Background: an optimization exercise with open tools, aiming at small area. Do not read the settings as production practice. Where RTL was checked, it was by simulation tests only, not by an equivalence proof against the original. No functional check of the RTL was part of runs 3 to 6. Power and IR drop assume default switching activity.

===== design/flow/config.mk =====
export PLATFORM = sky130hd
export DESIGN_NAME = saat
export DESIGN_NICKNAME = saat
export VERILOG_FILES = /design/flow/design.v
export SDC_FILE = /design/flow/constraint.sdc
export NUM_CORES = 4
export LEC_CHECK = 0
export CAP_MARGIN = 20
export CORE_MARGIN = 2
export CORE_UTILIZATION = 40
export SLEW_MARGIN = 20

===== design/flow/constraint.sdc =====
create_clock -name core_clock -period 10.0 [get_ports {sys_clk}]
set_input_delay 2.0000 -clock core_clock [delete_from_list [all_inputs] [get_ports {sys_clk}]]
set_output_delay 2.0000 -clock core_clock [all_outputs]
set_load 0.01 [all_outputs]

===== design/flow/design.v =====
module saat
 # (
    parameter BIR_SANIYE = 26'd12_000,
    parameter SIFIRLA = 26'd0
   )
   (
    input sys_clk,
    input rst_n,
    input button_1,
    input button_2,
    output reg[2:0] led,
    output reg[7:0] segment, 
    output reg[3:0] digit    
   );
reg [26:0] counter_clk;
reg [14:0] counter_digit_yenileme;
reg [26:0] counter_zamani_guncelleme;
reg clk_digit_yenileme;
wire [7:0] karakter [0:19];
reg [7:0] saniye;
reg [7:0] dakika;
reg [7:0] saat;
wire digit_yenile = (counter_digit_yenileme == BIR_SANIYE / 1000) && !clk_digit_yenileme;
assign karakter[0] = 8'b00111111;  
assign karakter[1] = 8'b00000110;  
assign karakter[2] = 8'b01011011;  
assign karakter[3] = 8'b01001111;  
assign karakter[4] = 8'b01100110;  
assign karakter[5] = 8'b01101101;  
assign karakter[6] = 8'b01111101;  
assign karakter[7] = 8'b00000111;  
assign karakter[8] = 8'b01111111;  
assign karakter[9] = 8'b01101111;  
assign karakter[10] = 8'b10111111;  
assign karakter[11] = 8'b10000110;  
assign karakter[12] = 8'b11011011;  
assign karakter[13] = 8'b11001111;  
assign karakter[14] = 8'b11100110;  
assign karakter[15] = 8'b11101101;  
assign karakter[16] = 8'b11111101;  
assign karakter[17] = 8'b10000111;  
assign karakter[18] = 8'b11111111;  
assign karakter[19] = 8'b11101111;  
always @(posedge sys_clk) begin
  if(!rst_n) begin
    counter_clk <= SIFIRLA;
    counter_zamani_guncelleme <= SIFIRLA;
    saniye <= 0;
    dakika <= 0;
    saat <= 0;
  end
  else begin
    if(!button_1 && !button_2) begin
        counter_clk <= SIFIRLA;
        saniye <= 0;
        dakika <= 0;
        saat <= 0;
    end
    else if(counter_clk < BIR_SANIYE / 600) begin
        counter_clk <= {counter_clk + 8'h1};
    end
    else begin
        counter_clk <= SIFIRLA;
        saniye <= {saniye + 8'h1};
    end
    if(saniye > 59) begin
        saniye <= 0;
        dakika <= {dakika + 8'h1};
    end
    if(dakika > 59) begin
        dakika <= 0;
        saat <= {saat + 8'h1};
    end
    if(saat > 23) begin
        saat <= 0;
    end
    if(!button_1) begin
        if(counter_zamani_guncelleme < BIR_SANIYE) begin
            counter_zamani_guncelleme <= {counter_zamani_guncelleme + 8'h1};
        end
        else begin
            counter_zamani_guncelleme <= SIFIRLA;
            saat <= {saat + 8'h1};
        end
    end
    if(!button_2) begin
        if(counter_zamani_guncelleme < BIR_SANIYE) begin
            counter_zamani_guncelleme <= {counter_zamani_guncelleme + 8'h1};
        end
        else begin
            counter_zamani_guncelleme <= SIFIRLA;
            dakika <= {dakika + 8'h1};
        end
    end
  end
end
always @(posedge sys_clk) begin
  if(!rst_n) begin
    segment <= 8'b00000000;
    digit <= 4'b1111;
  end
  else if(digit_yenile) begin
    if(digit == 4'b1110) begin
        if(dakika % 10 == 0)
            segment <= karakter[0];
        else if(dakika % 10 == 1)
            segment <= karakter[1];
        else if(dakika % 10 == 2)
            segment <= karakter[2];
        else if(dakika % 10 == 3)
            segment <= karakter[3];
        else if(dakika % 10 == 4)
            segment <= karakter[4];
        else if(dakika % 10 == 5)
            segment <= karakter[5];
        else if(dakika % 10 == 6)
            segment <= karakter[6];
        else if(dakika % 10 == 7)
            segment <= karakter[7];
        else if(dakika % 10 == 8)
            segment <= karakter[8];
        else if(dakika % 10 == 9)
            segment <= karakter[9];
        digit <= 4'b1101;
    end
    else if(digit == 4'b1101) begin
        if(0 <= dakika && dakika < 10)
            segment <= karakter[0];
        else if(10 <= dakika &&  dakika < 20)
            segment <= karakter[1];
        else if(20 <= dakika &&  dakika < 30)
            segment <= karakter[2];
        else if(30 <= dakika &&  dakika < 40)
            segment <= karakter[3];
        else if(40 <= dakika &&  dakika < 50)
            segment <= karakter[4];
        else if(50 <= dakika &&  dakika < 60)
            segment <= karakter[5];
        digit <= 4'b1011;
    end
    else if(digit == 4'b1011) begin
        if(saat % 10 == 0)
            segment <= karakter[10];
        else if(saat % 10 == 1)
            segment <= karakter[11];
        else if(saat % 10 == 2)
            segment <= karakter[12];
        else if(saat % 10 == 3)
            segment <= karakter[13];
        else if(saat % 10 == 4)
            segment <= karakter[14];
        else if(saat % 10 == 5)
            segment <= karakter[15];
        else if(saat % 10 == 6)
            segment <= karakter[16];
        else if(saat % 10 == 7)
            segment <= karakter[17];
        else if(saat % 10 == 8)
            segment <= karakter[18];
        else if(saat % 10 == 9)
            segment <= karakter[19];
        digit <= 4'b0111;
    end
    else if(digit == 4'b0111) begin
        if(0 <= saat && saat < 10)
            segment <= karakter[0];
        else if(10 <= saat &&  saat < 20)
            segment <= karakter[1];
        else if(20 <= saat &&  saat < 30)
            segment <= karakter[2];
        digit <= 4'b1110;
    end
    else
        digit <= 4'b1110;
  end
end
always @(posedge sys_clk) begin
    if(!rst_n) begin
        led <= 3'b000;
    end
    else if(!button_1 || !button_2) begin
        led <= 3'b000;
    end
    else begin
        led <= 3'b111;
    end
end
always @(posedge sys_clk) begin
  if(!rst_n) begin
    counter_digit_yenileme <= 0;
    clk_digit_yenileme <= 1'b0;
  end
  else begin
    counter_digit_yenileme <= {counter_digit_yenileme + 8'h1};
    if(counter_digit_yenileme == BIR_SANIYE / 1000) begin
        clk_digit_yenileme <= ~clk_digit_yenileme;
        counter_digit_yenileme <= 0;
    end
  end
end
endmodule

===== design/flow/run.sh =====
#!/bin/bash
# synth_recipe.tcl (not shown) runs the flow's synth.tcl, then flattens the netlist and writes it again
# the make line also repeats each setting of config.mk as NAME=value (left out here)
make -C /OpenROAD-flow-scripts/flow DESIGN_CONFIG=/design/flow/config.mk WORK_HOME=/design/flow/orfs CLKGATE_MAP_FILE= SYNTH_SCRIPT=/design/flow/synth_recipe.tcl finish

==> results of run 1 <==
==> cell type report <==
class / count / area (um^2)
repair buffers: 21 / 202.7
multi-input cells: 738 / 4668
flip-flops and latches: 107 / 2142
well taps: 225 / 281.5
clock buffers: 10 / 229.0
fillers: 1718 / 9622
clock inverters: 6 / 50.05
inverters: 27 / 101.3
==> cells by family (layout without fill, tap and decap cells) <==
logic type,Yosys count,after routing
fa+ha+maj,17,17
other cells,1,24
xor+xnor,59,59
mux,15,15
compound gates,234,234
simple gates,389,389
buf+inv,73,64
flops,107,107
==> stage by stage <==
| stage | area [um^2] | cells | setup WS, ps | util (%) |
|---|---|---|---|---|
| floorplan | 7151 | 918 | 5862 | - |
| global placement | 7396 | 1118 | 4910 | 42.76 |
| detailed placement | 7396 | 1118 | 4740 | 42.76 |
| CTS | 7675 | 1134 | 4701 | 44.37 |
| global route | 7675 | 1134 | 4214 | 44.37 |
| finish | 7675 | 1134 | 4693 | 44.37 |
==> worst paths after layout <==
check                              endpoint  slack, ps  cells after the start
hold / removal    counter_clk[0]$_SDFF_PP0_        450                      1
setup reg to reg    segment[1]$_SDFFE_PN0P_       4690                     15
setup / recovery    segment[1]$_SDFFE_PN0P_       4690                     15
hold reg to reg   counter_clk[0]$_SDFF_PP0_        450                      1
==> Yosys cell counts (all sizes together) (5+ instances only) <==
cell and count:
inv 26, and2 7, dfxtp 107, clkbuf 23
o2111ai 6, a21oi 53, a21o 5, nor3 18
nand4 18, xnor2 33, a211oi 15, nor2 115
nand3 38, xor2 24, or3 17, nor2b 16
ha 15, and4 5, nand2b 10, nor3b 6
a2111oi 6, nor4 14, o21ai 53, o31ai 6
mux2i 13, buf 23, nand2 78, o211ai 13
a31oi 19, or4 6, and3 23
==> routing by layer <==
metal	share of wire, %	GRT usage, %	vias to the layer above
met5	0	0	-
met4	1.7	5.155	0
met3	4.9	3.815	23
met2	44	27.81	165
met1	50	25.96	2981
li1	-	-	3264
==> power by group through the flow <==
stage / sequential (W) / clock [W] / combinational (W)
floorplan: 0.000448 / 0 / 0.0000360
global placement: 0.000452 / 0 / 0.0000437
detailed placement: 0.000453 / 0 / 0.0000435
CTS: 0.000443 / 0.000342 / 0.0000437
global route: 0.000444 / 0.000360 / 0.0000487
finish: 0.000443 / 0.000331 / 0.0000438
==> sequential cells by signal, summed over array words and instances, names as in the netlist <==
signal,flops
counter_clk,27
counter_zamani_guncelleme,27
counter_digit_yenileme,15
dakika,8
saat,8
saniye,8
segment,8
digit,4
clk_digit_yenileme,1
led,1
==> worst max-delay path: stages (launching register included) <==
cell and delay (ps):
sky130_fd_sc_hd__dfxtp_1 800, sky130_fd_sc_hd__nor2_1 210, sky130_fd_sc_hd__inv_1 100, sky130_fd_sc_hd__ha_1 340, sky130_fd_sc_hd__nor2b_2 480, sky130_fd_sc_hd__a21boi_1 160
sky130_fd_sc_hd__o22a_1 300, sky130_fd_sc_hd__nor3_4 550, sky130_fd_sc_hd__mux2i_1 170, sky130_fd_sc_hd__a211o_1 330, sky130_fd_sc_hd__a211o_1 350, sky130_fd_sc_hd__a2111oi_4 440
sky130_fd_sc_hd__a21oi_1 120, sky130_fd_sc_hd__a311o_1 430, sky130_fd_sc_hd__nor2_4 250, sky130_fd_sc_hd__mux2i_1 220
==> impl_summary.log, run 1 <==
[metrics] routed wire length: 16870 um
[metrics] worst supply voltage drop on vdd: 0.08059 mV
[metrics] height of the chip: 136.9 um
[metrics] number of antenna violations at the first check in global routing: 0
[metrics] startpoint-to-endpoint class of the critical path: reg -> reg
[metrics] number of buffers added by the clock tree synthesis step: 9
[metrics] vias in the first global route: 5651
[metrics] number of ports placed on the die boundary: 19
[metrics] Placement Rows: 48
[metrics] number of vias after detailed routing: approximately 6.4k
[metrics] Post-CTS Hold Buffers: 0
[metrics] clock slew seen by the registers of the worst setup and hold paths: approximately 70 ps
[metrics] area leader, netlist: sky130_fd_sc_hd__dfxtp_1
[metrics] starting utilization of the core area: 40.84%
[metrics] Synth Area in Adders: roughly 2.9%
[metrics] Synth Area in Compound Gates: 23.54%
[metrics] total number of nets in the final design: 923
[metrics] growth of design area from synthesis to finish: 8.643%
[metrics] portion of total power attributed to combinational logic: 5.4%
[metrics] Final Hold Vio Count: 0
[metrics] hold path startpoint: counter_clk[0]$_SDFF_PP0_
[metrics] via density per instance: 5.673
[metrics] average cell area after synthesis: 7.893 um^2
[metrics] async set or reset register ratio after synthesis: 0%
[metrics] leakage component of the power: 2.753 nW
[metrics] latest clock arrival within the worst-skew pair: between 300 and 400 ps
[metrics] PnR Total Power: ~0.00082 W
[metrics] number of enable-type register cells in the synthesized netlist: 0
[metrics] crit path max fanout: 25
[metrics] grt ovf: 0
[metrics] Clk Tree Root Cell: sky130_fd_sc_hd__clkbuf_16
[metrics] post-synthesis instance area: between 7000 and 8000 um^2
[metrics] startpoint of the worst-slack reg-to-reg timing path: saat[6]$_SDFF_PN0_
[metrics] x dimension of the die: ~140 um
[metrics] area fraction in and, or, nand and nor cells after synthesis: approximately 28%
[metrics] portion of synthesized cell area occupied by the leading cell type: between 30% and 40%
[metrics] all-layer global routing usage: 18.24%
[metrics] number of pins with negative max-slew slack in the final report: 0
[metrics] H-Tree Depth: 3
[metrics] data arrival time of the critical path: 5580 ps
[metrics] main combinational cell family by area after synthesis: simple AND/OR/NAND/NOR gates
[metrics] shortest clock period the worst path allows after layout: 5307 ps
[metrics] number of iterations in the first detailed-routing pass: 5
[metrics] kind of capture point of the worst setup path: flop
[metrics] Netlist cell types: 99
[metrics] share of cell area taken by muxes after synthesis: under 10%
[metrics] prevailing post-synth register cell: sky130_fd_sc_hd__dfxtp_1
[metrics] RSZ-0062 raised after global routing: no
[metrics] CTS tree: yes
[metrics] Warnings, synthesis: 1
[metrics] result of the run: timing/DRC/antenna clean
[metrics] sink count of the clock tree: 107
[metrics] setup violation total in the final timing report: 0
[metrics] hold_ws: 452.6 ps
[metrics] worst setup path start: saat[6]$_SDFF_PN0_
[metrics] Pwr Density: about 110 nW/um^2
[metrics] flops & latches, synth: 107
[metrics] total negative slack for setup checks: 0 ps
[metrics] Die ar.: 18740 um^2
[metrics] count of routing violations after the opening detailed-route iteration: 483
[metrics] slew of the pin with the lowest slew margin: 1047 ps
[metrics] highest clock frequency the design can meet: 188.4 MHz
[metrics] share of post-route cells with drive strength above 1: 6.491%
[metrics] leading cell type in the layout, fill and taps excluded: sky130_fd_sc_hd__nor2_1
[metrics] worst slew margin relative to its limit: 30.10%
[metrics] proportion of total power due to net switching: between 20% and 30%
[metrics] share of total power in sequential cells: 54.2%
[metrics] wire per inst: 14.88 um
[metrics] number of buffer cells added on primary ports: 18
[metrics] leading cell types in the layout, fill and taps excluded: 113 x sky130_fd_sc_hd__nor2_1, 107 x sky130_fd_sc_hd__dfxtp_1, 78 x sky130_fd_sc_hd__nand2_1, 52 x sky130_fd_sc_hd__a21oi_1, 42 x sky130_fd_sc_hd__o21ai_0
[metrics] kind of start point of the critical path: flop
[metrics] switching power: 0.0001919 W
[metrics] kind of path behind the tightest hold check: reg -> reg
[metrics] Maximum Capacitance Violations: 0
[metrics] post_cts resized: 0
[metrics] period utilization: 53.07%
[metrics] ranking of synthesized cells by area: sky130_fd_sc_hd__dfxtp_1 30%, sky130_fd_sc_hd__nor2_1 6.0%, sky130_fd_sc_hd__nand2_1 4.1%
[metrics] sequential fraction of the synthesis area: 30.32%
[metrics] clock network fraction of total power: 40.5%
[metrics] Worst EP required: between 10000 and 15000 ps
[metrics] gate count after technology mapping: 895
[metrics] Setup Buffers After CTS: 0
[metrics] core area: 17300 um^2
[metrics] post-route ant nets: 0
[metrics] HPWL after detailed placement: around 12000 um
[metrics] antenna diode instance count: 0
[metrics] weighted congestion reported at the end of routability-driven placement: 0.8993
[metrics] maximum number of pins on one net before global-route repair: 34
[metrics] parity-gate share of the synthesized area counting xor and xnor cells: a little under 8%
[metrics] drc violations: 0
[metrics] largest buffer count on any clock path: 2
[metrics] internal power consumption: 0.0006251 W
[metrics] clock skew: 4.519 ps
[metrics] wire length of the first global-routing pass: about 28000 um
==> inputs of run 2 (changes only) <==
==> design/flow/design.v (replaced) <==
module saat
 # (
    parameter BIR_SANIYE = 12_000
   )
   (
    input sys_clk,
    input rst_n,
    input button_1,
    input button_2,
    output reg [2:0] led,
    output [7:0] segment,
    output reg [3:0] digit
   );
localparam CC_END = BIR_SANIYE / 600;
localparam RC_END = BIR_SANIYE / 1000;
function [13:0] lfsr;
  input integer w;
  input integer n;
  integer i;
  reg fb;
  begin
    lfsr = 0;
    for (i = 0; i < n; i = i + 1) begin
      case (w)
        5:  fb = ~(lfsr[4] ^ lfsr[2]);
        11: fb = ~(lfsr[10] ^ lfsr[8]);
        default: fb = ~(lfsr[13] ^ lfsr[12] ^ lfsr[11] ^ lfsr[1]);
      endcase
      lfsr = {lfsr[12:0], fb} & ((14'd1 << w) - 1);
    end
  end
endfunction
localparam [10:0] T_OVF = lfsr(11, 60 * (CC_END + 1));
localparam [13:0] Z_END = lfsr(14, BIR_SANIYE);
localparam [4:0]  R_END = lfsr(5, 2 * RC_END + 1);
localparam [4:0]  R_REF = lfsr(5, RC_END);
reg [10:0] t;
reg [13:0] z;
reg [4:0]  r;
reg [2:0] mt;
reg [3:0] mu;
reg [1:0] ht;
reg [3:0] hu;
reg [3:0] code;
wire b1 = ~button_1;
wire b2 = ~button_2;
wire both = b1 & b2;
wire any = b1 | b2;
wire s_ovf = (t == T_OVF);
wire z_end = (z == Z_END);
wire m_ovf = mt[2] & mt[1];
wire h_ovf = ht[1] & hu[2];
wire m_btn = b2 & z_end;
wire h_btn = b1 & z_end;
wire m_inc = m_btn | (~m_ovf & s_ovf);
wire m_clr = ~m_btn & (m_ovf | (both & ~s_ovf));
wire h_inc = h_btn | (~h_ovf & m_ovf);
wire h_clr = ~h_btn & (h_ovf | (both & ~m_ovf));
wire refresh = (r == R_REF);
wire t_fb = ~(t[10] ^ t[8]);
wire z_fb = ~(z[13] ^ z[12] ^ z[11] ^ z[1]);
wire r_fb = ~(r[4] ^ r[2]);
always @(posedge sys_clk) begin
  if (!rst_n) begin
    t <= 0; z <= 0; r <= 0;
    mt <= 0; mu <= 0; ht <= 0; hu <= 0;
    digit <= 4'b1111;
    code <= 4'd15;
    led <= 3'b000;
  end else begin
    led <= {3{~any}};
    if (both) t <= 0;
    else if (s_ovf) t <= (CC_END > 0) ? 11'd1 : 11'd0;
    else t <= {t[9:0], t_fb};
    if (any) begin
      if (z_end) z <= 0;
      else z <= {z[12:0], z_fb};
    end
    if (r == R_END) r <= 0;
    else r <= {r[3:0], r_fb};
    if (m_clr) begin
      mt <= 0; mu <= 0;
    end else if (m_inc) begin
      if (mu == 4'd9) begin mu <= 0; mt <= mt + 1'b1; end
      else mu <= mu + 1'b1;
    end
    if (h_clr) begin
      ht <= 0; hu <= 0;
    end else if (h_inc) begin
      if (hu == 4'd9) begin hu <= 0; ht <= ht + 1'b1; end
      else hu <= hu + 1'b1;
    end
    if (refresh) begin
      digit <= {digit[2:0], ~&digit[2:0]};
      case (digit)
        4'b1110: code <= mu;
        4'b1101: if (~m_ovf) code <= {1'b0, mt};
        4'b1011: code <= hu;
        4'b0111: code <= {2'b00, ht};
        default: ;
      endcase
    end
  end
end
localparam [15:0] SA = 16'b0000_0011_1110_1101;
localparam [15:0] SB = 16'b0000_0011_1001_1111;
localparam [15:0] SC = 16'b0000_0011_1111_1011;
localparam [15:0] SD = 16'b0000_0011_0110_1101;
localparam [15:0] SE = 16'b0000_0001_0100_0101;
localparam [15:0] SF = 16'b0000_0011_0111_0001;
localparam [15:0] SG = 16'b0000_0011_0111_1100;
wire [6:0] seg = {SG[code], SF[code], SE[code], SD[code], SC[code], SB[code], SA[code]};
assign segment = {~digit[3], seg};
endmodule
==> impl_summary.log, run 2 <==
[metrics] growth of design area from synthesis to finish: 11.08%
[metrics] final standard cell count with taps included and fillers excluded: 379
[metrics] core area: around 6000 um^2
[metrics] clock skew: 10.86 ps
[metrics] height of the chip: 83.33 um
[metrics] total negative slack for setup checks: 0 ps
[metrics] vias in the first global route: 1739
[metrics] Clk Tree Root Cell: sky130_fd_sc_hd__clkbuf_8
[metrics] post_cts resized: 0
[metrics] latest clock arrival within the worst-skew pair: 310 ps
[metrics] wire per inst: 12.62 um
[metrics] Setup Buffers After CTS: 0
[metrics] sequential fraction of the synthesis area: slightly above 40%
[metrics] Die ar.: 6944 um^2
[metrics] antenna diode instance count: 0
[metrics] weighted congestion reported at the end of routability-driven placement: 0.8153
[metrics] average cell area after synthesis: 8.534 um^2
[metrics] synth cell count leaders: 52 x sky130_fd_sc_hd__dfxtp_1, 36 x sky130_fd_sc_hd__nand2_1, 21 x sky130_fd_sc_hd__a21oi_1
[metrics] drc violations: 0
[metrics] async set or reset register ratio after synthesis: 0%
[metrics] routed wire length: 4783 um
[metrics] hold_ws: 463.1 ps
[metrics] Placement Cell Area: between 2000 and 3000 um^2
[metrics] x dimension of the die: 83.33 um
[metrics] shortest clock period the worst path allows after layout: roughly 3900 ps
[metrics] startpoint-to-endpoint class of the critical path: reg -> out
[metrics] via density per instance: approximately 5.4
[metrics] worst slew margin relative to its limit: 46.66%
[metrics] highest clock frequency the design can meet: 254.9 MHz
[metrics] number of vias after detailed routing: 2044
[metrics] flip-flop count of the largest register, all copies and words added: 14
[metrics] maximum number of pins on one net before global-route repair: 26
[metrics] area leader, netlist: sky130_fd_sc_hd__dfxtp_1
[metrics] flops & latches, synth: 52
[metrics] Post-CTS Hold Buffers: 0
[metrics] portion of synthesized cell area occupied by the leading cell type: ~41%
[metrics] leakage component of the power: 1.019 nW
[metrics] kind of start point of the critical path: flop
[metrics] total number of nets in the final design: around 320
[metrics] Placement Rows: 28
[metrics] slew of the pin with the lowest slew margin: slightly below 800 ps
[metrics] hold path startpoint: t[6]$_SDFF_PP0_
[metrics] grt ovf: 0
[metrics] number of buffers added by the clock tree synthesis step: 5
[metrics] share of post-route cells with drive strength above 1: 4.605%
[metrics] reg2reg path depth: 5
[metrics] Netlist cell types: 52
[metrics] number of pins with negative max-slew slack in the final report: 0
[metrics] Reg2Reg Capture Point: mu[3]$_SDFFE_PP0P_
[metrics] worst supply voltage drop on vdd: 0.05917 mV
[metrics] gate count after technology mapping: 295
[metrics] cell type of the slowest stage on the worst timing path: sky130_fd_sc_hd__clkdlybuf4s50_1
[metrics] largest buffer count on any clock path: 2
[metrics] R2R Setup Slk: 8050 ps
[metrics] number of ports placed on the die boundary: 19
[metrics] largest stage delay on the critical path: approximately 550 ps
[metrics] result of the run: timing/DRC/antenna clean
[metrics] RSZ-0062 raised after global routing: no
[metrics] biggest registers after layout: z x14, t x11, r x5
[metrics] post-synthesis instance area: 2517 um^2
[metrics] Warnings, synthesis: 1
[metrics] ranking of synthesized cells by area: sky130_fd_sc_hd__dfxtp_1 41%, sky130_fd_sc_hd__nand2_1 5.4%, sky130_fd_sc_hd__a21oi_1 4.2%
[metrics] kind of capture point of the worst setup path: output port
[metrics] startpoint of the worst-slack reg-to-reg timing path: t[1]$_SDFF_PP0_
[metrics] post-route ant nets: 0
[metrics] finished layout cell area: 2796 um^2
[metrics] Maximum Capacitance Violations: 0
[metrics] crit path max fanout: 7
[metrics] wire length of the first global-routing pass: 8162 um
[metrics] period utilization: 39.22%
[metrics] Cell Count Post-Placement: 371
[metrics] kind of path behind the tightest hold check: reg -> reg
[metrics] number of cells on the worst hold path: 1
[metrics] count of routing violations after the opening detailed-route iteration: 111
[metrics] hold endpoint: t[7]$_SDFF_PP0_
[metrics] number of buffer cells added on primary ports: 18
[metrics] HPWL after detailed placement: 3507 um
[metrics] sink count of the clock tree: 52
[metrics] data arrival time of the critical path: 1920 ps
[metrics] Pwr Density: between 100 and 150 nW/um^2
[metrics] all-layer global routing usage: 14.08%
[metrics] number of antenna violations at the first check in global routing: 0
[metrics] setup violation total in the final timing report: 0
[metrics] CTS tree: yes
[metrics] H-Tree Depth: 2
[metrics] series of cell instances along the critical path: inv_1 > ha_1 > a21oi_1 > o21ai_0 > clkdlybuf4s50_1
[metrics] Worst EP required: around 8000 ps
[metrics] starting utilization of the core area: a little over two fifths
[metrics] PnR Total Power: 0.0003526 W
[metrics] top-count cell post-synth: sky130_fd_sc_hd__dfxtp_1
[metrics] clock slew seen by the registers of the worst setup and hold paths: 90 ps
[metrics] leading cell type in the layout, fill and taps excluded: sky130_fd_sc_hd__dfxtp_1
[metrics] Final Hold Vio Count: 0
[metrics] leading cell types in the layout, fill and taps excluded: 52 x sky130_fd_sc_hd__dfxtp_1, 36 x sky130_fd_sc_hd__nand2_1, 21 x sky130_fd_sc_hd__a21oi_1, 20 x sky130_fd_sc_hd__o21ai_0, 18 x sky130_fd_sc_hd__clkdlybuf4s50_1
[metrics] number of iterations in the first detailed-routing pass: 4
[metrics] number of enable-type register cells in the synthesized netlist: 0
[metrics] prevailing post-synth register cell: sky130_fd_sc_hd__dfxtp_1
[metrics] register containing the most flip-flops in the final layout: z
==> run 2: changes by cell type after synthesis, sizes merged, moves of 17 or more <==
cell | previous run | this run
xnor2 | 33 | 7
dfxtp | 107 | 52
a21oi | 53 | 21
nand3 | 38 | 13
buf | 23 | 6
xor2 | 24 | 1
nor2 | 115 | 14
inv | 26 | 9
o21ai | 53 | 21
nand2 | 78 | 36
==> run 2: where the power goes <==
| group | internal, W | switching, W |
|---|---|---|
| Combinational | 0.00000833 | 0.0000103 |
| Clock | 0.0000500 | 0.0000690 |
| Sequential | 0.000210 | 0.00000467 |
==> run 2: final cells by class <==
class / count / area, um^2
tap: 75 / 93.84
sequential: 52 / 1041
fill: 577 / 3194
multi-input combinational: 217 / 1361
inverter: 9 / 33.78
timing repair buffer: 18 / 180.2
clock buffer: 6 / 72.57
clock inverter: 2 / 13.76
==> run 2: worst max-delay path by stage <==
stage | to | slack [ps] | start
after floorplan | ht[0]$_SDFFE_PP0P_ | 6760 | button_1
after global placement | hu[0]$_SDFFE_PP0P_ | 5870 | rst_n
after detailed placement | hu[0]$_SDFFE_PP0P_ | 5800 | rst_n
after CTS | segment[3] | 6050 | code[1]$_SDFFE_PN1P_
after global routing | hu[0]$_SDFFE_PP0P_ | 5890 | rst_n
final | segment[3] | 6080 | code[1]$_SDFFE_PN1P_
==> run 2: critical path: cells and delay by family, from the launching register on <==
kind            cells  cell delay (ps)
compound gates      2              210
fa+ha+maj           1              310
buf+inv             2              670
flops               1              440
==> run 2: layer usage <==
layer | global-route usage [%] | vias up | part of all wire, %
li1 | - | 1074 | -
met1 | 21.42 | 938 | 53
met2 | 19.43 | 27 | 42
met3 | 3.181 | 5 | 3.3
met4 | 4.471 | 0 | 1.4
met5 | 0 | - | 0
==> run 2: stage by stage <==
stage | setup slack (ps) | util, %
floorplan | 6761 | -
global placement | 5866 | 45.24
detailed placement | 5802 | 45.24
CTS | 6045 | 46.68
global route | 5893 | 46.68
finish | 6078 | 46.68
==> run 2: kinds of logic after synthesis <==
| family | after synthesis | share of synthesized area [%] |
|---|---|---|
| DFF | 52 | 41.35 |
| and+or+nand+nor | 118 | 25.89 |
| adders and majority gates | 8 | 3.976 |
| xor gates and xnor gates | 8 | 2.783 |
| buffers and inverters | 26 | 4.572 |
| muxes | 1 | 0.3976 |
| AOI/OAI and AO/OA | 82 | 21.02 |
==> inputs of run 3 (changes only) <==
--- a/design/flow/design.v
+++ b/design/flow/design.v
@@ -9,7 +9,7 @@
     input button_2,
     output reg [2:0] led,
     output [7:0] segment,
-    output reg [3:0] digit
+    output [3:0] digit
    );
 localparam CC_END = BIR_SANIYE / 600;
 localparam RC_END = BIR_SANIYE / 1000;
@@ -41,7 +41,10 @@
 reg [3:0] mu;
 reg [1:0] ht;
 reg [3:0] hu;
+reg       init;
+reg [1:0] p;
 reg [3:0] code;
+assign digit = init ? 4'b1111 : ~(4'b0001 << p);
 wire b1 = ~button_1;
 wire b2 = ~button_2;
 wire both = b1 & b2;
@@ -64,7 +67,8 @@
   if (!rst_n) begin
     t <= 0; z <= 0; r <= 0;
     mt <= 0; mu <= 0; ht <= 0; hu <= 0;
-    digit <= 4'b1111;
+    init <= 1'b1;
+    p <= 0;
     code <= 4'd15;
     led <= 3'b000;
   end else begin
@@ -91,14 +95,16 @@
       else hu <= hu + 1'b1;
     end
     if (refresh) begin
-      digit <= {digit[2:0], ~&digit[2:0]};
-      case (digit)
-        4'b1110: code <= mu;
-        4'b1101: if (~m_ovf) code <= {1'b0, mt};
-        4'b1011: code <= hu;
-        4'b0111: code <= {2'b00, ht};
-        default: ;
-      endcase
+      init <= 1'b0;
+      if (!init) begin
+        p <= p + 1'b1;
+        case (p)
+          2'd0: code <= mu;
+          2'd1: if (~m_ovf) code <= {1'b0, mt};
+          2'd2: code <= hu;
+          2'd3: code <= {2'b00, ht};
+        endcase
+      end
     end
   end
 end
==> design/flow/flow/run.sh (new file) <==
#!/bin/bash
# Own layout flow: the standard synthesis, then the combinational logic between
# the registers re-mapped by ABC for area (registers, their names and cells
# untouched), then the standard layout from floorplan to finish.
set -euo pipefail
cd "$(dirname "$0")/.."
W=$(pwd)
R=$W/orfs/results/$FLOW_PLATFORM/saat/base
YOSYS=$FLOW_HOME/../tools/install/yosys/bin/yosys
LIB=$FLOW_HOME/platforms/$FLOW_PLATFORM/lib/sky130_fd_sc_hd__tt_025C_1v80.lib

bash standard.sh synth > "$W/flow_synth.log" 2>&1
cp "$R/1_2_yosys.v" "$W/std_synth.v"

DONT_USE=$(sed -n '/^export DONT_USE_CELLS/,/^$/p' "$FLOW_HOME/platforms/$FLOW_PLATFORM/config.mk" \
  | tr ' \\' '\n\n' | grep '^sky130_fd_sc_hd__' | sed 's/^/-dont_use /' | tr '\n' ' ')

best=""
best_area=""
for s in flow/abc_a.script flow/abc_b.script flow/abc_c.script; do
  n=$(basename "$s" .script)
  cat > "$W/remap_$n.ys" <<EOY
read_liberty -ignore_miss_func $LIB
read_verilog $W/std_synth.v
hierarchy -top $FLOW_TOP
setattr -mod -set keep_hierarchy 1 sky130_fd_sc_hd__dfxtp_1 sky130_fd_sc_hd__conb_1
flatten
select $FLOW_TOP
rename -hide w:*.*
opt
abc -liberty $LIB $DONT_USE -script $W/$s
opt_clean -purge
hilomap -singleton -hicell sky130_fd_sc_hd__conb_1 HI -locell sky130_fd_sc_hd__conb_1 LO
insbuf -buf sky130_fd_sc_hd__buf_1 A X
splitnets
opt_clean -purge
tee -o $W/remap_$n.stat stat -liberty $LIB
write_verilog -noattr -noexpr -nohex -nodec -selected $W/remap_$n.v
EOY
  if "$YOSYS" -s "$W/remap_$n.ys" > "$W/remap_$n.log" 2>&1; then
    a=$(grep "Chip area" "$W/remap_$n.stat" | awk '{print $NF}')
    echo "$n $a" >> "$W/remap_areas.txt"
    if [[ -z "$best" ]] || awk "BEGIN{exit !($a < $best_area)}"; then
      best=$n; best_area=$a
    fi
  fi
done

if [[ -n "$best" ]]; then
  cp "$W/remap_$best.v" "$R/1_2_yosys.v"
  rm -f "$R/1_synth.odb" "$R/1_synth.sdc"
fi
echo "chosen: ${best:-standard} ${best_area}" >> "$W/remap_areas.txt"

bash standard.sh > "$W/flow_layout.log" 2>&1
==> design/flow/flow/abc_a.script (new file) <==
strash
dc2
dch -f
amap
==> design/flow/flow/abc_b.script (new file) <==
strash
dc2
&get -n
&dch -f
&nf -a
&put
==> design/flow/flow/abc_c.script (new file) <==
strash
dch -f
map -a
==> design/flow/standard.sh (new file) <==
#!/bin/bash
# synth_recipe.tcl (not shown) runs the flow's synth.tcl, then flattens the netlist and writes it again
# the make line also repeats each setting of config.mk as NAME=value (left out here)
make -C /OpenROAD-flow-scripts/flow DESIGN_CONFIG=/design/flow/config.mk WORK_HOME=/design/flow/orfs CLKGATE_MAP_FILE= SYNTH_SCRIPT=/design/flow/synth_recipe.tcl "${@:-finish}"
removed: design/flow/run.sh
==> impl_summary.log, run 3 <==
[metrics] result of the run: timing/DRC/antenna clean
[metrics] post-route ant nets: 0
[metrics] Pwr Density: around 140 nW/um^2
[metrics] drc violations: 0
[metrics] wire per inst: 12.84 um
[metrics] kind of capture point of the worst setup path: output port
[metrics] startpoint of the worst-slack reg-to-reg timing path: t[6]$_SDFF_PP0_
[metrics] min setup slack post-route: between 6000 and 7000 ps
[metrics] setup violation total in the final timing report: 0
[metrics] number of antenna violations at the first check in global routing: 0
[metrics] clock slew seen by the registers of the worst setup and hold paths: 90 ps
[metrics] Setup Buffers After CTS: 0
[metrics] slew of the pin with the lowest slew margin: 743.2 ps
[metrics] clock skew: 7.223 ps
[metrics] routed wire length: around 4100 um
[metrics] number of buffer cells added on primary ports: 18
[metrics] Cell Count Post-Placement: approximately 320
[metrics] Placement Rows: 26
[metrics] latest clock arrival within the worst-skew pair: 310 ps
[metrics] number of iterations in the first detailed-routing pass: 4
[metrics] average cell area after synthesis: approximately 9.3 um^2
[metrics] Placement Cell Area: 2386 um^2
[metrics] number of ports placed on the die boundary: 19
[metrics] crit path max fanout: 8
[metrics] x dimension of the die: about 77 um
[metrics] number of pins with negative max-slew slack in the final report: 0
[metrics] all-layer global routing usage: 14.59%
[metrics] final standard cell count with taps included and fillers excluded: 323
[metrics] Layout Utilization: about half
[metrics] height of the chip: 76.77 um
[metrics] sink count of the clock tree: 51
[metrics] post-synthesis instance area: 2118 um^2
[metrics] data arrival time of the critical path: approximately 1800 ps
[metrics] growth of design area from synthesis to finish: 16.83%
[metrics] starting utilization of the core area: between 40% and 50%
[metrics] weighted congestion reported at the end of routability-driven placement: ~0.78
[metrics] count of routing violations after the opening detailed-route iteration: between 80 and 90
[metrics] finished layout cell area: 2475 um^2
[metrics] grt ovf: 0
[metrics] wire length of the first global-routing pass: 7072 um
[metrics] worst supply voltage drop on vdd: 0.06769 mV
[metrics] share of post-route cells with drive strength above 1: 3.557%
[metrics] startpoint-to-endpoint class of the critical path: reg -> out
[metrics] antenna diode instance count: 0
[metrics] H-Tree Depth: 2
[metrics] largest buffer count on any clock path: 2
[metrics] worst setup path start: code[1]$_SDFFE_PN1P_
[metrics] register containing the most flip-flops in the final layout: z
[metrics] vias in the first global route: 1453
[metrics] total number of nets in the final design: 256
[metrics] RSZ-0062 raised after global routing: no
[metrics] maximum number of pins on one net before global-route repair: 18
[metrics] Post-CTS Hold Buffers: 0
[metrics] kind of path behind the tightest hold check: reg -> reg
[metrics] hold path startpoint: mt[2]$_SDFFE_PP0P_
[metrics] shortest clock period the worst path allows after layout: 3824 ps
[metrics] Die ar.: a little under 6000 um^2
[metrics] post_cts resized: 0
[metrics] number of vias after detailed routing: 1711
[metrics] worst slew margin relative to its limit: 49.93%
[metrics] Warnings, synthesis: 1
[metrics] leading cell types in the layout, fill and taps excluded: 51 x sky130_fd_sc_hd__dfxtp_1, 18 x sky130_fd_sc_hd__clkdlybuf4s50_1, 17 x sky130_fd_sc_hd__nand2_1, 15 x sky130_fd_sc_hd__nor2_1, 14 x sky130_fd_sc_hd__a22o_1
[metrics] leakage component of the power: 0.8959 nW
[metrics] via density per instance: 5.297
[metrics] post-placement worst setup slack: 6244 ps
[metrics] HPWL after detailed placement: 2922 um
[metrics] gate count after technology mapping: 228
[metrics] number of buffers added by the clock tree synthesis step: 5
[metrics] biggest registers after layout: z x14, t x11, r x5
[metrics] CTS tree: yes
[metrics] flip-flop count of the largest register, all copies and words added: 14
[metrics] Worst EP required: 8000 ps
[metrics] highest clock frequency the design can meet: roughly 260 MHz
[metrics] Maximum Capacitance Violations: 0
[metrics] total negative slack for setup checks: 0 ps
[metrics] core area: roughly 5000 um^2
[metrics] leading cell type in the layout, fill and taps excluded: sky130_fd_sc_hd__dfxtp_1
[metrics] period utilization: 38.24%
[metrics] kind of start point of the critical path: flop
[metrics] Final Hold Vio Count: 0
[metrics] Clk Tree Root Cell: sky130_fd_sc_hd__clkbuf_8
## run 3: final timing paths
path / slack, ps / depth (start not counted) / endpoint
setup / recovery: 6180 / 4 / segment[3]
hold / removal: 470 / 2 / mt[2]$_SDFFE_PP0P_
setup reg to reg: 7710 / 6 / mt[2]$_SDFFE_PP0P_
hold reg to reg: 470 / 2 / mt[2]$_SDFFE_PP0P_
## run 3: where the power goes
group          total (W)  switching, W  internal [W]
sequential      0.000209    0.00000285      0.000206
combinational  0.0000136    0.00000738    0.00000619
clock           0.000118     0.0000678     0.0000503
total           0.000341     0.0000781      0.000262
## run 3: cell type report
cell class / count / area [um^2]
multi-input combinational: 168 / 1064
clock buffer: 6 / 72.57
clock inverter: 2 / 16.27
sequential: 51 / 1021
timing repair buffer: 19 / 187.7
inverter: 7 / 26.28
tap: 70 / 87.58
fill: 499 / 2633
## run 3: per-stage QoR
step                      total power, W  hold WS, ps
after floorplan                0.0002208        426.5
after global placement         0.0002270        451.5
after detailed placement       0.0002272        449.7
after CTS                      0.0003466        465.4
after global routing           0.0003584        493.5
final                          0.0003405        467.5
## run 3: routing by layer
metal | GRT usage [%] | routed length (um) | part of all wire (%)
met2 | 20.70 | 1756 | 42
met5 | 0 | 0 | 0
met1 | 21.45 | 2239 | 54
met4 | 4.364 | 21 | 0.51
met3 | 3.882 | 130 | 3.1
## run 3: critical path, cell delays in order, from the launching register on
cell and delay, ps:
sky130_fd_sc_hd__dfxtp_1 480, sky130_fd_sc_hd__nor2_1 140, sky130_fd_sc_hd__a21o_1 200, sky130_fd_sc_hd__o21ai_0 140, sky130_fd_sc_hd__clkdlybuf4s50_1 560
==> inputs of run 4 (changes only) <==
==> design/flow/design.v (replaced) <==
module saat
 # (
    parameter BIR_SANIYE = 12_000,
    parameter [10:0] M_T = 0,
    parameter [13:0] M_Z = 0,
    parameter [4:0]  M_R = 0,
    parameter [2:0]  M_MT = 0,
    parameter [3:0]  M_MU = 0,
    parameter [1:0]  M_HT = 0,
    parameter [3:0]  M_HU = 0,
    parameter [3:0]  M_C = 0,
    parameter [1:0]  M_P = 0,
    parameter        M_I = 0,
    parameter        M_L = 0
   )
   (
    input sys_clk,
    input rst_n,
    input button_1,
    input button_2,
    output [2:0] led,
    output [7:0] segment,
    output [3:0] digit
   );
localparam CC_END = BIR_SANIYE / 600;
localparam RC_END = BIR_SANIYE / 1000;
function [13:0] lfsr;
  input integer w;
  input integer n;
  integer i;
  reg fb;
  begin
    lfsr = 0;
    for (i = 0; i < n; i = i + 1) begin
      case (w)
        5:  fb = ~(lfsr[4] ^ lfsr[2]);
        11: fb = ~(lfsr[10] ^ lfsr[8]);
        default: fb = ~(lfsr[13] ^ lfsr[12] ^ lfsr[11] ^ lfsr[1]);
      endcase
      lfsr = {lfsr[12:0], fb} & ((14'd1 << w) - 1);
    end
  end
endfunction
localparam [10:0] T_OVF = lfsr(11, 60 * (CC_END + 1));
localparam [10:0] T_ONE = (CC_END > 0) ? 11'd1 : 11'd0;
localparam [13:0] Z_END = lfsr(14, BIR_SANIYE);
localparam [4:0]  R_END = lfsr(5, 2 * RC_END + 1);
localparam [4:0]  R_REF = lfsr(5, RC_END);
reg [10:0] t_q;
reg [13:0] z_q;
reg [4:0]  r_q;
reg [2:0]  mt_q;
reg [3:0]  mu_q;
reg [1:0]  ht_q;
reg [3:0]  hu_q;
reg [3:0]  c_q;
reg [1:0]  p_q;
reg        i_q;
reg        l_q;
wire [10:0] t  = t_q ^ M_T;
wire [13:0] z  = z_q ^ M_Z;
wire [4:0]  r  = r_q ^ M_R;
wire [2:0]  mt = mt_q ^ M_MT;
wire [3:0]  mu = mu_q ^ M_MU;
wire [1:0]  ht = ht_q ^ M_HT;
wire [3:0]  hu = hu_q ^ M_HU;
wire [3:0]  c  = c_q ^ M_C;
wire [1:0]  p  = p_q ^ M_P;
wire        init = i_q ^ M_I;
wire        l  = l_q ^ M_L;
wire b1 = ~button_1;
wire b2 = ~button_2;
wire both = b1 & b2;
wire any = b1 | b2;
wire s_ovf = (t == T_OVF);
wire z_end = (z == Z_END);
wire m_ovf = mt[2] & mt[1];
wire h_ovf = ht[1] & hu[2];
wire m_btn = b2 & z_end;
wire h_btn = b1 & z_end;
wire m_inc = m_btn | (~m_ovf & s_ovf);
wire m_clr = ~m_btn & (m_ovf | (both & ~s_ovf));
wire h_inc = h_btn | (~h_ovf & m_ovf);
wire h_clr = ~h_btn & (h_ovf | (both & ~m_ovf));
wire refresh = (r == R_REF);
wire t_fb = ~(t[10] ^ t[8]);
wire z_fb = ~(z[13] ^ z[12] ^ z[11] ^ z[1]);
wire r_fb = ~(r[4] ^ r[2]);
reg [10:0] t_n;
reg [13:0] z_n;
reg [4:0]  r_n;
reg [2:0]  mt_n;
reg [3:0]  mu_n;
reg [1:0]  ht_n;
reg [3:0]  hu_n;
reg [3:0]  c_n;
reg [1:0]  p_n;
reg        i_n;
always @* begin
  if (both) t_n = 0;
  else if (s_ovf) t_n = T_ONE;
  else t_n = {t[9:0], t_fb};
  z_n = z;
  if (any) begin
    if (z_end) z_n = 0;
    else z_n = {z[12:0], z_fb};
  end
  if (r == R_END) r_n = 0;
  else r_n = {r[3:0], r_fb};
  mt_n = mt; mu_n = mu;
  if (m_clr) begin
    mt_n = 0; mu_n = 0;
  end else if (m_inc) begin
    if (mu == 4'd9) begin mu_n = 0; mt_n = mt + 1'b1; end
    else mu_n = mu + 1'b1;
  end
  ht_n = ht; hu_n = hu;
  if (h_clr) begin
    ht_n = 0; hu_n = 0;
  end else if (h_inc) begin
    if (hu == 4'd9) begin hu_n = 0; ht_n = ht + 1'b1; end
    else hu_n = hu + 1'b1;
  end
  i_n = init; p_n = p; c_n = c;
  if (refresh) begin
    i_n = 1'b0;
    if (!init) begin
      p_n = p + 1'b1;
      case (p)
        2'd0: c_n = mu;
        2'd1: if (~m_ovf) c_n = {1'b0, mt};
        2'd2: c_n = hu;
        2'd3: c_n = {2'b00, ht};
      endcase
    end
  end
end
always @(posedge sys_clk) begin
  if (!rst_n) begin
    t_q <= M_T; z_q <= M_Z; r_q <= M_R;
    mt_q <= M_MT; mu_q <= M_MU; ht_q <= M_HT; hu_q <= M_HU;
    c_q <= 4'd15 ^ M_C; p_q <= M_P; i_q <= 1'b1 ^ M_I;
    l_q <= M_L;
  end else begin
    t_q <= t_n ^ M_T; z_q <= z_n ^ M_Z; r_q <= r_n ^ M_R;
    mt_q <= mt_n ^ M_MT; mu_q <= mu_n ^ M_MU; ht_q <= ht_n ^ M_HT; hu_q <= hu_n ^ M_HU;
    c_q <= c_n ^ M_C; p_q <= p_n ^ M_P; i_q <= i_n ^ M_I;
    l_q <= ~any ^ M_L;
  end
end
assign led = {3{l}};
assign digit = init ? 4'b1111 : ~(4'b0001 << p);
localparam [15:0] SA = 16'b0000_0011_1110_1101;
localparam [15:0] SB = 16'b0000_0011_1001_1111;
localparam [15:0] SC = 16'b0000_0011_1111_1011;
localparam [15:0] SD = 16'b0000_0011_0110_1101;
localparam [15:0] SE = 16'b0000_0001_0100_0101;
localparam [15:0] SF = 16'b0000_0011_0111_0001;
localparam [15:0] SG = 16'b0000_0011_0111_1100;
assign segment = {~digit[3], SG[c], SF[c], SE[c], SD[c], SC[c], SB[c], SA[c]};
endmodule
--- a/design/flow/flow/run.sh
+++ b/design/flow/flow/run.sh
@@ -52,4 +52,4 @@
 fi
 echo "chosen: ${best:-standard} ${best_area}" >> "$W/remap_areas.txt"
 
-bash standard.sh > "$W/flow_layout.log" 2>&1
+bash standard.sh "BUFFER_PORTS_ARGS=-buffer_cell sky130_fd_sc_hd__buf_1" "CTS_ARGS=-sink_clustering_enable -repair_clock_nets -dont_use_dummy_load" finish > "$W/flow_layout.log" 2>&1
==> impl_summary.log, run 4 <==
[metrics] cell type of the slowest stage on the worst timing path: sky130_fd_sc_hd__dfxtp_1
[metrics] Clk Tree Root Cell: sky130_fd_sc_hd__clkbuf_8
[metrics] Post-CTS Hold Buffers: 0
[metrics] post_cts resized: 0
[metrics] number of buffers added by the clock tree synthesis step: 5
[metrics] switching power: ~0.000067 W
[metrics] weighted congestion reported at the end of routability-driven placement: 0.7119
[metrics] CTS tree: yes
[metrics] Warnings, synthesis: 1
[metrics] leading cell types in the layout, fill and taps excluded: 51 x sky130_fd_sc_hd__dfxtp_1, 18 x sky130_fd_sc_hd__nor2_1, 18 x sky130_fd_sc_hd__buf_1, 16 x sky130_fd_sc_hd__nand2_1, 15 x sky130_fd_sc_hd__a22o_1
[metrics] Worst EP required: approximately 8000 ps
[metrics] maximum number of pins on one net before global-route repair: 18
[metrics] leading cell type in the layout, fill and taps excluded: sky130_fd_sc_hd__dfxtp_1
[metrics] growth of design area from synthesis to finish: 10.72%
[metrics] shortest clock period the worst path allows after layout: 3398 ps
[metrics] biggest registers after layout: z_q x14, t_q x11, r_q x5
[metrics] vias in the first global route: between 1k and 1.5k
[metrics] kind of start point of the critical path: flop
[metrics] series of cell instances along the critical path: nor2b_1 > nand2b_1 > buf_1
[metrics] core area: between 4000 and 5000 um^2
[metrics] HPWL after detailed placement: between 2000 and 3000 um
[metrics] proportion of total power due to net switching: 20.79%
[metrics] Die ar.: 5633 um^2
[metrics] H-Tree Depth: 2
[metrics] share of total power in sequential cells: 64.5%
[metrics] total negative slack for setup checks: 0 ps
[metrics] Maximum Capacitance Violations: 0
[metrics] x dimension of the die: between 70 and 80 um
[metrics] number of ports placed on the die boundary: 19
[metrics] data arrival time of the critical path: 1400 ps
[metrics] sequential standard cell area: 1021 um^2
[metrics] kind of capture point of the worst setup path: output port
[metrics] height of the chip: 75.06 um
[metrics] clock skew: 17.81 ps
[metrics] count of routing violations after the opening detailed-route iteration: roughly 130
[metrics] largest stage delay on the critical path: 510 ps
[metrics] internal power consumption: 0.0002557 W
[metrics] wire per inst: approximately 12 um
[metrics] number of pins with negative max-slew slack in the final report: 0
[metrics] share of post-route cells with drive strength above 1: 2.979%
[metrics] flip-flop count of the largest register, all copies and words added: 14
[metrics] slew of the pin with the lowest slew margin: 654.8 ps
[metrics] number of antenna violations at the first check in global routing: 0
[metrics] Buffers & Inverters on Critical Path: 1
[metrics] all-layer global routing usage: 14.98%
[metrics] portion of total power attributed to combinational logic: under 10%
[metrics] number of iterations in the first detailed-routing pass: 4
[metrics] clock slew seen by the registers of the worst setup and hold paths: 90 ps
[metrics] routed wire length: 3697 um
[metrics] startpoint-to-endpoint class of the critical path: reg -> out
[metrics] latest clock arrival within the worst-skew pair: 290 ps
[metrics] number of vias after detailed routing: 1553
[metrics] worst supply voltage drop on vdd: ~0.056 mV
[metrics] register containing the most flip-flops in the final layout: z_q
[metrics] Final Hold Vio Count: 0
[metrics] multi-input combinational cell area: 972.2 um^2
[metrics] via density per instance: 5.142
[metrics] post-synthesis instance area: slightly above 2000 um^2
[metrics] average cell area after synthesis: about 9.4 um^2
[metrics] period utilization: 33.98%
[metrics] kind of path behind the tightest hold check: reg -> reg
[metrics] clock network fraction of total power: 31.9%
[metrics] worst slew margin relative to its limit: 56.35%
[metrics] drc violations: 0
[metrics] largest buffer count on any clock path: 2
[metrics] Setup Buffers After CTS: 0
[metrics] Pwr Density: 144.4 nW/um^2
[metrics] number of buffer cells added on primary ports: 18
[metrics] sink count of the clock tree: 51
[metrics] highest clock frequency the design can meet: 294.3 MHz
[metrics] crit path max fanout: 10
[metrics] Top delay family on crit path: flip-flops
[metrics] post-placement worst setup slack: between 6000 and 7000 ps
[metrics] total number of nets in the final design: 241
[metrics] post-route ant nets: 0
[metrics] min setup slack post-route: 6602 ps
[metrics] RSZ-0062 raised after global routing: no
[metrics] antenna diode instance count: 0
[metrics] result of the run: timing/DRC/antenna clean
[metrics] leakage component of the power: 0.8196 nW
[metrics] starting utilization of the core area: 42.20%
[metrics] wire length of the first global-routing pass: 6465 um
[metrics] gate count after technology mapping: 214
[metrics] setup violation total in the final timing report: 0
[metrics] Placement Rows: 25
[metrics] fill cell count: 468
[metrics] grt ovf: 0
==> run 4: final timing paths <==
check                           slack [ps]  cells after the start            startpoint              endpoint
worst min register to register         440                      1     t_q[1]$_SDFF_PP0_     t_q[2]$_SDFF_PP0_
worst min-delay path                   440                      1     t_q[1]$_SDFF_PP0_     t_q[2]$_SDFF_PP0_
worst max register to register        7870                      6  z_q[11]$_SDFFE_PN0N_  hu_q[2]$_SDFFE_PP0P_
worst max-delay path                  6600                      3   p_q[0]$_SDFFE_PN0P_              digit[1]
==> run 4: power by group through the flow <==
stage | combinational [W] | sequential, W | clock [W]
after floorplan | 0.00000811 | 0.000212 | 0
final | 0.0000118 | 0.000208 | 0.000103
after CTS | 0.0000120 | 0.000208 | 0.000108
after detailed placement | 0.0000119 | 0.000213 | 0
after global routing | 0.0000136 | 0.000209 | 0.000116
after global placement | 0.0000118 | 0.000213 | 0
==> run 4: worst register-to-register path, stage by stage, from the launching register on <==
cell and delay [ps]:
sky130_fd_sc_hd__dfxtp_1 350, sky130_fd_sc_hd__nor4b_1 360, sky130_fd_sc_hd__nand4_1 210, sky130_fd_sc_hd__o21ai_0 420, sky130_fd_sc_hd__and2_0 370, sky130_fd_sc_hd__and3_1 250
sky130_fd_sc_hd__nor3_1 50
==> run 4: layer usage <==
metal	global-route usage [%]	up-vias	share of wire, %
met5	0	-	0
met4	5.952	0	1.3
met2	21.64	16	44
met1	21.46	713	52
met3	3.614	4	2.5
li1	-	820	-
==> run 4: area by class of cell <==
cell class | instances | area share (%)
clock buffers | 5 | 3.078
inverters | 4 | 0.6715
multi-input cells | 156 | 43.48
flip-flops and latches | 51 | 45.66
well taps | 67 | 3.749
repair buffers | 19 | 3.358
==> run 4: per-stage QoR <==
stage | area, um^2 | power [W] | cells | util, % | hold WS, ps
after floorplan | 2019 | 0.0002204 | 214 | - | 414.4
after global placement | 2167 | 0.0002247 | 297 | 45.28 | 433.2
after detailed placement | 2167 | 0.0002248 | 297 | 45.28 | 431.8
after CTS | 2236 | 0.0003277 | 302 | 46.72 | 442.1
after global routing | 2236 | 0.0003377 | 302 | 46.72 | 485.6
final | 2236 | 0.0003229 | 302 | 46.72 | 441.9
==> inputs of run 5 (changes only) <==
--- a/design/flow/flow/run.sh
+++ b/design/flow/flow/run.sh
@@ -52,4 +52,4 @@
 fi
 echo "chosen: ${best:-standard} ${best_area}" >> "$W/remap_areas.txt"
 
-bash standard.sh "BUFFER_PORTS_ARGS=-buffer_cell sky130_fd_sc_hd__buf_1" "CTS_ARGS=-sink_clustering_enable -repair_clock_nets -dont_use_dummy_load" finish > "$W/flow_layout.log" 2>&1
+bash standard.sh "BUFFER_PORTS_ARGS=-buffer_cell sky130_fd_sc_hd__buf_1" "CTS_ARGS=-sink_clustering_enable -repair_clock_nets -dont_use_dummy_load -buf_list sky130_fd_sc_hd__clkbuf_8 -sink_clustering_size 60 -sink_clustering_max_diameter 200" finish > "$W/flow_layout.log" 2>&1
==> impl_summary.log, run 5 <==
[metrics] CTS tree: yes
[metrics] proportion of total power due to net switching: approximately 21%
[metrics] PnR Total Power: 0.0003229 W
[metrics] number of pins with negative max-slew slack in the final report: 0
[metrics] setup violation total in the final timing report: 0
[metrics] total negative slack for setup checks: 0 ps
[metrics] worst slew margin relative to its limit: 56.35%
[metrics] met3 track demand over resource in global routing: 3.614%
[metrics] internal power consumption: about 0.00026 W
[metrics] switching power: 0.00006714 W
[metrics] data arrival time of the critical path: 1400 ps
[metrics] post-synthesis instance area: 2019 um^2
[metrics] x dimension of the die: 75.06 um
[metrics] Top delay family on crit path: flip-flops
[metrics] portion of total power attributed to combinational logic: 3.6%
[metrics] Placement Cell Area: 2167 um^2
[metrics] register containing the most flip-flops in the final layout: z_q
[metrics] average cell area after synthesis: 9.437 um^2
[metrics] wire per inst: 12.24 um
[metrics] number of iterations in the first detailed-routing pass: 4
[metrics] maximum number of pins on one net before global-route repair: 18
[metrics] clock network fraction of total power: 31.9%
[metrics] kind of capture point of the worst setup path: output port
[metrics] highest clock frequency the design can meet: 294.3 MHz
[metrics] total number of nets in the final design: between 200 and 250
[metrics] leading cell types in the layout, fill and taps excluded: 51 x sky130_fd_sc_hd__dfxtp_1, 18 x sky130_fd_sc_hd__nor2_1, 18 x sky130_fd_sc_hd__buf_1, 16 x sky130_fd_sc_hd__nand2_1, 15 x sky130_fd_sc_hd__a22o_1
[metrics] Maximum Capacitance Violations: 0
[metrics] Clk Tree Root Cell: sky130_fd_sc_hd__clkbuf_8
[metrics] RSZ-0062 raised after global routing: no
[metrics] count of routing violations after the opening detailed-route iteration: roughly 130
[metrics] Warnings, synthesis: 1
[metrics] clock skew: 17.81 ps
[metrics] met2 Resource Use GR: between 20% and 30%
[metrics] multi-input combinational cell area: just under 1000 um^2
[metrics] weighted congestion reported at the end of routability-driven placement: 0.7119
[metrics] crit path max fanout: 10
[metrics] shortest clock period the worst path allows after layout: 3398 ps
[metrics] largest buffer count on any clock path: 2
[metrics] drc violations: 0
[metrics] Final Hold Vio Count: 0
[metrics] post-route ant nets: 0
[metrics] starting utilization of the core area: 42.20%
[metrics] kind of path behind the tightest hold check: reg -> reg
[metrics] leakage component of the power: a little over 0.8 nW
[metrics] Worst EP required: 8000 ps
[metrics] sink count of the clock tree: 51
[metrics] kind of start point of the critical path: flop
[metrics] number of vias after detailed routing: 1553
[metrics] sequential standard cell area: 1021 um^2
[metrics] latest clock arrival within the worst-skew pair: 290 ps
[metrics] peak-usage layer in the global routing report: met2
[metrics] vias in the first global route: roughly 1.4k
[metrics] worst supply voltage drop on vdd: 0.05645 mV
[metrics] finished layout cell area: 2236 um^2
[metrics] post_cts resized: 0
[metrics] antenna diode instance count: 0
[metrics] Placement Rows: 25
[metrics] cell type of the slowest stage on the worst timing path: sky130_fd_sc_hd__dfxtp_1
[metrics] Setup Buffers After CTS: 0
[metrics] number of antenna violations at the first check in global routing: 0
[metrics] number of buffer cells added on primary ports: 18
[metrics] met1 usage in global routing: 21.46%
[metrics] Post-CTS Hold Buffers: 0
[metrics] all-layer global routing usage: 14.98%
[metrics] growth of design area from synthesis to finish: 10.72%
[metrics] Buffers & Inverters on Critical Path: 1
[metrics] clock slew seen by the registers of the worst setup and hold paths: 90 ps
[metrics] min setup slack post-route: 6602 ps
[metrics] biggest registers after layout: z_q x14, t_q x11, r_q x5
[metrics] hold_ws: 441.9 ps
[metrics] flip-flop count of the largest register, all copies and words added: 14
[metrics] result of the run: timing/DRC/antenna clean
[metrics] slew of the pin with the lowest slew margin: 654.8 ps
[metrics] number of buffers added by the clock tree synthesis step: 5
[metrics] via density per instance: slightly above 5
[metrics] period utilization: between 30 and 40%
[metrics] Pwr Density: about 140 nW/um^2
[metrics] series of cell instances along the critical path: nor2b_1 > nand2b_1 > buf_1
[metrics] post-placement worst setup slack: 6398 ps
[metrics] leading cell type in the layout, fill and taps excluded: sky130_fd_sc_hd__dfxtp_1
[metrics] core area: 4786 um^2
[metrics] Die ar.: 5633 um^2
[metrics] number of ports placed on the die boundary: 19
[metrics] height of the chip: 75.06 um
[metrics] H-Tree Depth: 2
[metrics] routed wire length: 3697 um
[metrics] share of total power in sequential cells: 64.5%
[metrics] startpoint-to-endpoint class of the critical path: reg -> out
[metrics] largest stage delay on the critical path: 510 ps
[metrics] share of post-route cells with drive strength above 1: 2.979%
[metrics] gate count after technology mapping: 214
[metrics] grt ovf: 0
[metrics] fill cell count: 468
[metrics] wire length of the first global-routing pass: 6465 um
[metrics] HPWL after detailed placement: 2653 um
## run 5: routing by layer
layer	share of wire (%)	wire length [um]
met1	52	1924
met2	44	1631
met4	1.3	48
met3	2.5	92
met5	0	0
## run 5: final timing paths
path / to / slack [ps] / cells past startpoint / startpoint
min reg2reg: t_q[2]$_SDFF_PP0_ / 440 / 1 / t_q[1]$_SDFF_PP0_
min: t_q[2]$_SDFF_PP0_ / 440 / 1 / t_q[1]$_SDFF_PP0_
max: digit[1] / 6600 / 3 / p_q[0]$_SDFFE_PN0P_
max reg2reg: hu_q[2]$_SDFFE_PP0P_ / 7870 / 6 / z_q[11]$_SDFFE_PN0N_
## run 5: power groups by stage
stage	logic [W]	clock network, W	registers [W]
3_5_place_dp	0.0000119	0	0.000213
4_1_cts	0.0000120	0.000108	0.000208
2_1_floorplan	0.00000811	0	0.000212
6_report	0.0000118	0.000103	0.000208
3_3_place_gp	0.0000118	0	0.000213
5_1_grt	0.0000136	0.000116	0.000209
## run 5: layout make-up
| class | count | area share [%] |
|---|---|---|
| clock buffer | 5 | 3.078 |
| inverter | 4 | 0.6715 |
| multi-input combinational | 156 | 43.48 |
| sequential | 51 | 45.66 |
| tap | 67 | 3.749 |
| timing repair buffer | 19 | 3.358 |
## run 5: worst reg2reg max path, cell delays in order (launching register included)
cell	delay, ps
sky130_fd_sc_hd__dfxtp_1	350
sky130_fd_sc_hd__nor4b_1	360
sky130_fd_sc_hd__nand4_1	210
sky130_fd_sc_hd__o21ai_0	420
sky130_fd_sc_hd__and2_0	370
sky130_fd_sc_hd__and3_1	250
sky130_fd_sc_hd__nor3_1	50
## run 5: through the flow
| stage | util (%) | cells |
|---|---|---|
| floorplan | - | 214 |
| CTS | 46.72 | 302 |
| detailed placement | 45.28 | 297 |
| finish | 46.72 | 302 |
| global route | 46.72 | 302 |
| global placement | 45.28 | 297 |
==> inputs of run 6 (changes only) <==
--- a/design/flow/flow/run.sh
+++ b/design/flow/flow/run.sh
@@ -52,4 +52,4 @@
 fi
 echo "chosen: ${best:-standard} ${best_area}" >> "$W/remap_areas.txt"
 
-bash standard.sh "BUFFER_PORTS_ARGS=-buffer_cell sky130_fd_sc_hd__buf_1" "CTS_ARGS=-sink_clustering_enable -repair_clock_nets -dont_use_dummy_load -buf_list sky130_fd_sc_hd__clkbuf_8 -sink_clustering_size 60 -sink_clustering_max_diameter 200" finish > "$W/flow_layout.log" 2>&1
+bash standard.sh "BUFFER_PORTS_ARGS=-buffer_cell sky130_fd_sc_hd__buf_1" "CTS_ARGS=-repair_clock_nets -dont_use_dummy_load -buf_list sky130_fd_sc_hd__clkbuf_16" finish > "$W/flow_layout.log" 2>&1
==> impl_summary.log, run 6 <==
[metrics] post-route ant nets: 0
[metrics] kind of path behind the tightest hold check: reg -> reg
[metrics] H-Tree Depth: 2
[metrics] x dimension of the die: 75.06 um
[metrics] number of ports placed on the die boundary: 19
[metrics] post-synthesis instance area: a little over 2000 um^2
[metrics] worst supply voltage drop on vdd: 0.08351 mV
[metrics] Maximum Capacitance Violations: 0
[metrics] worst slew margin relative to its limit: 56.41%
[metrics] number of pins with negative max-slew slack in the final report: 0
[metrics] gate count after technology mapping: approximately 210
[metrics] wire length of the first global-routing pass: roughly 6500 um
[metrics] vias in the first global route: 1402
[metrics] hold_ws: 444.0 ps
[metrics] Post-CTS Hold Buffers: 0
[metrics] setup violation total in the final timing report: 0
[metrics] flip-flop count of the largest register, all copies and words added: 14
[metrics] routed wire length: between 3000 and 4000 um
[metrics] drc violations: 0
[metrics] number of buffer cells added on primary ports: 18
[metrics] number of cells on the worst hold path: 2
[metrics] weighted congestion reported at the end of routability-driven placement: between 0.7 and 0.8
[metrics] number of antenna violations at the first check in global routing: 0
[metrics] total number of nets in the final design: 241
[metrics] leakage component of the power: approximately 0.85 nW
[metrics] biggest registers after layout: z_q x14, t_q x11, r_q x5
[metrics] number of vias after detailed routing: 1540
[metrics] HPWL after detailed placement: 2653 um
[metrics] Placement Rows: 25
[metrics] grt ovf: 0
[metrics] period utilization: 33.88%
[metrics] starting utilization of the core area: 42.20%
[metrics] result of the run: timing/DRC/antenna clean
[metrics] crit path max fanout: 10
[metrics] reg2reg path depth: 6
[metrics] count of routing violations after the opening detailed-route iteration: 150
[metrics] Placement Cell Area: 2167 um^2
[metrics] total negative slack for setup checks: 0 ps
[metrics] min setup slack post-route: 6612 ps
[metrics] height of the chip: between 70 and 80 um
[metrics] PnR Total Power: 0.0003722 W
[metrics] post-placement worst setup slack: 6398 ps
[metrics] number of buffers added by the clock tree synthesis step: 5
[metrics] Worst EP required: around 8000 ps
[metrics] R2R Setup Slk: about 7900 ps
[metrics] Final Hold Vio Count: 0
[metrics] kind of start point of the critical path: flop
[metrics] slew of the pin with the lowest slew margin: approximately 650 ps
[metrics] worst setup path start: p_q[0]$_SDFFE_PN0P_
[metrics] Warnings, synthesis: 1
[metrics] sink count of the clock tree: 51
[metrics] all-layer global routing usage: 15.03%
[metrics] average cell area after synthesis: 9.437 um^2
[metrics] data arrival time of the critical path: 1390 ps
[metrics] startpoint-to-endpoint class of the critical path: reg -> out
[metrics] kind of capture point of the worst setup path: output port
[metrics] Die ar.: 5633 um^2
[metrics] Clk Tree Root Cell: sky130_fd_sc_hd__clkbuf_16
[metrics] finished layout cell area: between 2000 and 2500 um^2
[metrics] antenna diode instance count: 0
[metrics] largest stage delay on the critical path: ~500 ps
[metrics] Pwr Density: around 160 nW/um^2
[metrics] highest clock frequency the design can meet: 295.1 MHz
[metrics] growth of design area from synthesis to finish: 13.51%
[metrics] hold path startpoint: r_q[0]$_SDFF_PP0_
[metrics] largest buffer count on any clock path: 2
[metrics] Reg2Reg Capture Point: mu_q[3]$_SDFFE_PP0P_
[metrics] clock slew seen by the registers of the worst setup and hold paths: about 60 ps
[metrics] share of post-route cells with drive strength above 1: 2.979%
[metrics] via density per instance: 5.099
[metrics] latest clock arrival within the worst-skew pair: roughly 280 ps
[metrics] leading cell types in the layout, fill and taps excluded: 51 x sky130_fd_sc_hd__dfxtp_1, 18 x sky130_fd_sc_hd__nor2_1, 18 x sky130_fd_sc_hd__buf_1, 16 x sky130_fd_sc_hd__nand2_1, 15 x sky130_fd_sc_hd__a22o_1
[metrics] cell type of the slowest stage on the worst timing path: sky130_fd_sc_hd__dfxtp_1
[metrics] register containing the most flip-flops in the final layout: z_q
[metrics] core area: 4786 um^2
[metrics] CTS tree: yes
[metrics] RSZ-0062 raised after global routing: no
[metrics] Setup Buffers After CTS: 0
[metrics] wire per inst: 12.20 um
[metrics] leading cell type in the layout, fill and taps excluded: sky130_fd_sc_hd__dfxtp_1
[metrics] shortest clock period the worst path allows after layout: 3388 ps
[metrics] post_cts resized: 0
[metrics] number of iterations in the first detailed-routing pass: 4
[metrics] clock skew: around 10 ps
[metrics] startpoint of the worst-slack reg-to-reg timing path: z_q[11]$_SDFFE_PN0N_
[metrics] hold endpoint: r_q[1]$_SDFF_PP0_
[metrics] maximum number of pins on one net before global-route repair: 18
[metrics] series of cell instances along the critical path: nor2b_1 > nand2b_1 > buf_1
run 6: layout make-up:
class	count	area [um^2]
clock buffer	5	125.1
fill	458	2494
inverter	4	15.01
multi-input combinational	156	972.2
sequential	51	1021
tap	67	83.83
timing repair buffer	19	75.07
run 6: power by group:
group	total [W]	switching (W)	internal, W
registers	0.000208	0.00000220	0.000206
clock network	0.000152	0.0000636	0.0000884
logic	0.0000118	0.00000721	0.00000454
total	0.000372	0.0000730	0.000299
run 6: through the flow:
step,cells,utilization (%)
finish,302,47.90
CTS,302,47.90
floorplan,214,-
global placement,297,45.28
global route,302,47.90
detailed placement,297,45.28
run 6: routing by layer:
| layer | part of all wire, % | GRT usage, % | vias up |
|---|---|---|---|
| li1 | - | - | 819 |
| met1 | 52 | 21.38 | 698 |
| met2 | 43 | 21.64 | 17 |
| met3 | 3.1 | 4.016 | 6 |
| met4 | 1.8 | 5.952 | 0 |
| met5 | 0 | 0 | - |
run 6: worst max path at each step:
stage	to	slack, ps	depth (start not counted)
final	digit[1]	6610	3
after global routing	segment[4]	6470	4
after CTS	digit[1]	6610	3
after detailed placement	mu_q[3]$_SDFFE_PP0P_	6400	4
after global placement	hu_q[3]$_SDFFE_PP0P_	6440	5
after floorplan	z_q[0]$_SDFFE_PN0N_	6890	3
run 6: critical path, delay by kind of cell, from the launching register on:
kind | cells | cell delay, ps
buffers and inverters | 1 | 140
and+or+nand+nor | 2 | 470
DFF | 1 | 500

afterwards: timing with drivers on the ports:
The results above use ideal ports. As a check the final layouts listed here were re-extracted and re-timed, cells and wires unchanged.
Step 1: set_driving_cell puts a clkbuf_16 on sys_clk and a buf_2 on each other input, an assumption about the parent block.
Step 2 adds t to the input delays and takes it off the output delays; t is the mean of the earliest and latest rising clock arrival at the registers after step 1. Input paths then give back, and output paths get back, about the clock's delay inside the block.
Slacks: ideal ports / drivers / drivers and shift; pairs: ideal ports / drivers.
| run | t, ns | setup slack, ns | pins driven straight from the clock port |
|---|---|---|---|
| run 1 | 0.383 | 4.693 / 4.693 / 4.693 | 1 |
| run 2 | 0.329 | 6.078 / 6.050 / 5.843 | 1 |
| run 3 | 0.327 | 6.176 / 6.151 / 6.239 | 1 |
| run 4 | 0.314 | 6.602 / 6.572 / 6.413 | 1 |
| run 5 | 0.314 | 6.602 / 6.572 / 6.413 | 1 |
| run 6 | 0.311 | 6.612 / 6.577 / 6.417 | 1 |
After both steps setup and hold are still met in every run listed. For run 2, which loses most, drivers alone change the setup slack by -0.028 ns; drivers and shift together by -0.235 ns.
